What follows belongs to an exercise in optimizing a design on an open flow for small area; a production flow would make more cautious choices. Only simulation tests tie the RTL to the original design; equivalence was not proved.

==> flow/design.v (excerpt) <==
module cordic_pipeline(
    input  wire         clk,
    input  wire         rst,
    input  wire         valid_in,
    input  wire  signed [15:0] x_in,
    input  wire  signed [15:0] y_in,
    output reg   signed [15:0] magnitude,
    output reg          valid
);
Settings: LEC_CHECK=0, CAP_MARGIN=20, CORE_MARGIN=2, CORE_UTILIZATION=60, CTS_BUF_LIST=sky130_fd_sc_hd__clkbuf_8, CTS_CLUSTER_DIAMETER=60, CTS_CLUSTER_SIZE=20, PLACE_DENSITY=0.7, SLEW_MARGIN=20, SYNTH_HIERARCHICAL=1, SYNTH_MINIMUM_KEEP_SIZE=0; clock period 5.0 ns.
standard.sh (not shown) runs the stock make flow with config.mk's settings and CLKGATE_MAP_FILE= SYNTH_SCRIPT=/design/flow/synth_recipe.tcl, a recipe that flattens the netlist after the stock synthesis.
==> flow/flow/run.sh <==
#!/bin/bash
set -euo pipefail
CTS="-sink_clustering_enable -repair_clock_nets -dont_use_dummy_load"
CTS="$CTS -buf_list sky130_fd_sc_hd__clkbuf_8 -sink_clustering_size 20 -sink_clustering_max_diameter 60"
bash standard.sh "CTS_ARGS=$CTS" "BUFFER_PORTS_ARGS=-buffer_cell sky130_fd_sc_hd__buf_1" RECOVER_POWER=100 finish > flow_make.log 2>&1
The first run completed with no timing, DRC or antenna violations.
Then changed:
==> flow/flow/run.sh (replaced) <==
#!/bin/bash
set -euo pipefail
CTS="-sink_clustering_enable -repair_clock_nets -dont_use_dummy_load"
CTS="$CTS -buf_list sky130_fd_sc_hd__clkbuf_8 -sink_clustering_size 20 -sink_clustering_max_diameter 60"
bash standard.sh "CTS_ARGS=$CTS" "BUFFER_PORTS_ARGS=-buffer_cell sky130_fd_sc_hd__buf_1" finish > flow_make.log 2>&1
Settings changed: CORE_UTILIZATION 60 to 72, PLACE_DENSITY 0.7 to 0.82.
Outcome:
- first-iteration DRC count climbs by 27%
- hold slack gains 48 ps
- wire length is higher by 5.6%
- non-clock buffer count decreases by 1
- cell count decreases by 3.2%
- cell area hardly moves
- worst setup slack got worse by 7.6 ps
- count of clock-buffer cells in the layout goes down by 5

== exp/garnet ==
cordic_pipeline again, from the RTL that the note above started with.
clock: 5.0 ns
lec_check: 0
cap_margin: 20
core_margin: 2
core_utilization: 60
cts_buf_list: sky130_fd_sc_hd__clkbuf_8
cts_cluster_diameter: 60
cts_cluster_size: 20
place_density: 0.7
slew_margin: 20
synth_hierarchical: 1
synth_minimum_keep_size: 0
==> flow/flow/run.sh <==
#!/bin/bash
set -euo pipefail
CTS="-sink_clustering_enable -repair_clock_nets -dont_use_dummy_load"
CTS="$CTS -buf_list {sky130_fd_sc_hd__clkbuf_4 sky130_fd_sc_hd__clkbuf_8} -sink_clustering_size 16 -sink_clustering_max_diameter 50"
bash standard.sh "CTS_ARGS=$CTS" "BUFFER_PORTS_ARGS=-buffer_cell sky130_fd_sc_hd__buf_1" finish > flow_make.log 2>&1
diff inputs: exp/garnet => exp/sierra
==> flow/flow/run.sh <==
#!/bin/bash
set -euo pipefail
CTS="-sink_clustering_enable -repair_clock_nets -dont_use_dummy_load"
CTS="$CTS -buf_list sky130_fd_sc_hd__clkbuf_8 -sink_clustering_size 20 -sink_clustering_max_diameter 60"
bash standard.sh "CTS_ARGS=$CTS" "BUFFER_PORTS_ARGS=-buffer_cell sky130_fd_sc_hd__buf_1" finish > flow_make.log 2>&1
## What came out
- Re fraction of layout cells with a size suffix above 1: exp/garnet and exp/sierra aren't equal, and the lower value belongs to exp/sierra.
- exp/sierra ended up with a lower post-CTS repair timing setup buffer count than exp/garnet did.
- exp/garnet: all stages complete, timing, DRC and antenna checks passed
- exp/sierra completed; timing, DRC and antenna clean
- Compared with exp/garnet, exp/sierra shows met2 track utilization from global routing lower by 0.21 points.
- exp/garnet → exp/sierra: final cell area excluding filler cells fell 150 um2, number of cells upsized or downsized after cts went down 3, maximum frequency barely changed.
Setup changes, exp/sierra to exp/lagoon
==> flow/flow/run.sh <==
#!/bin/bash
set -euo pipefail
CTS="-sink_clustering_enable -repair_clock_nets -dont_use_dummy_load"
CTS="$CTS -buf_list sky130_fd_sc_hd__clkbuf_8 -sink_clustering_size 20 -sink_clustering_max_diameter 60"
bash standard.sh "CTS_ARGS=$CTS" "BUFFER_PORTS_ARGS=-buffer_cell sky130_fd_sc_hd__buf_1" RECOVER_POWER=100 finish > flow_make.log 2>&1
Findings:
- The clock tree cell share of total cell area was comparable across exp/lagoon and exp/sierra.
- Synthesized-area fraction occupied by ao, oa, aoi and oai cells came out exactly the same in exp/lagoon and exp/sierra.
- Re post-layout worst setup margin: exp/lagoon is 5.4 ps up on exp/sierra.
- As far as wire length is concerned, exp/lagoon and exp/sierra perform about the same.
- Any difference in final area between exp/sierra and exp/lagoon is small enough to ignore.
- Quantity of hold-fixing buffers added after cts across exp/lagoon and exp/sierra: no real change.
- Relative to exp/sierra, actual transition at the worst max-transition pin increased by 84 ps in exp/lagoon.
- exp/lagoon vs. exp/sierra: post-route core utilization did not really move; part of the cycle the worst path needs comparable.

[static timing again, ports no longer ideal]
No port has a modelled driver above. Below, the same layouts with a new extraction and two added sets of constraints.
Step 1 sets driving cells, clkbuf_16 on the clock port and buf_2 on the other inputs (assumed; they add their load-dependent delay and slew).
Step 2, shift: input delay + t, output delay - t, t = (earliest + latest rising clock arrival at the registers) / 2. This alone moves slack from input paths to output paths.
Three values: ideal ports, drivers, drivers and shift; two values: the first two.
run	t, ns	slack for setup (ns)	worst slew at a driven data input, ns	cell pins on the clock port's net
the first run of note 1	0.590	0.090 / 0.041 / 0.126	0.04	1
the second run of note 1	0.637	0.082 / 0.034 / 0.045	0.04	1
exp/garnet	0.634	0.083 / 0.034 / 0.162	0.04	1
exp/sierra	0.589	0.084 / 0.036 / 0.149	0.04	1
exp/lagoon	0.590	0.090 / 0.041 / 0.126	0.04	1
After both steps setup and hold are still met in every run listed. For the second run of note 1, which loses most, drivers alone change the setup slack by -0.048 ns; drivers and shift together by -0.037 ns.
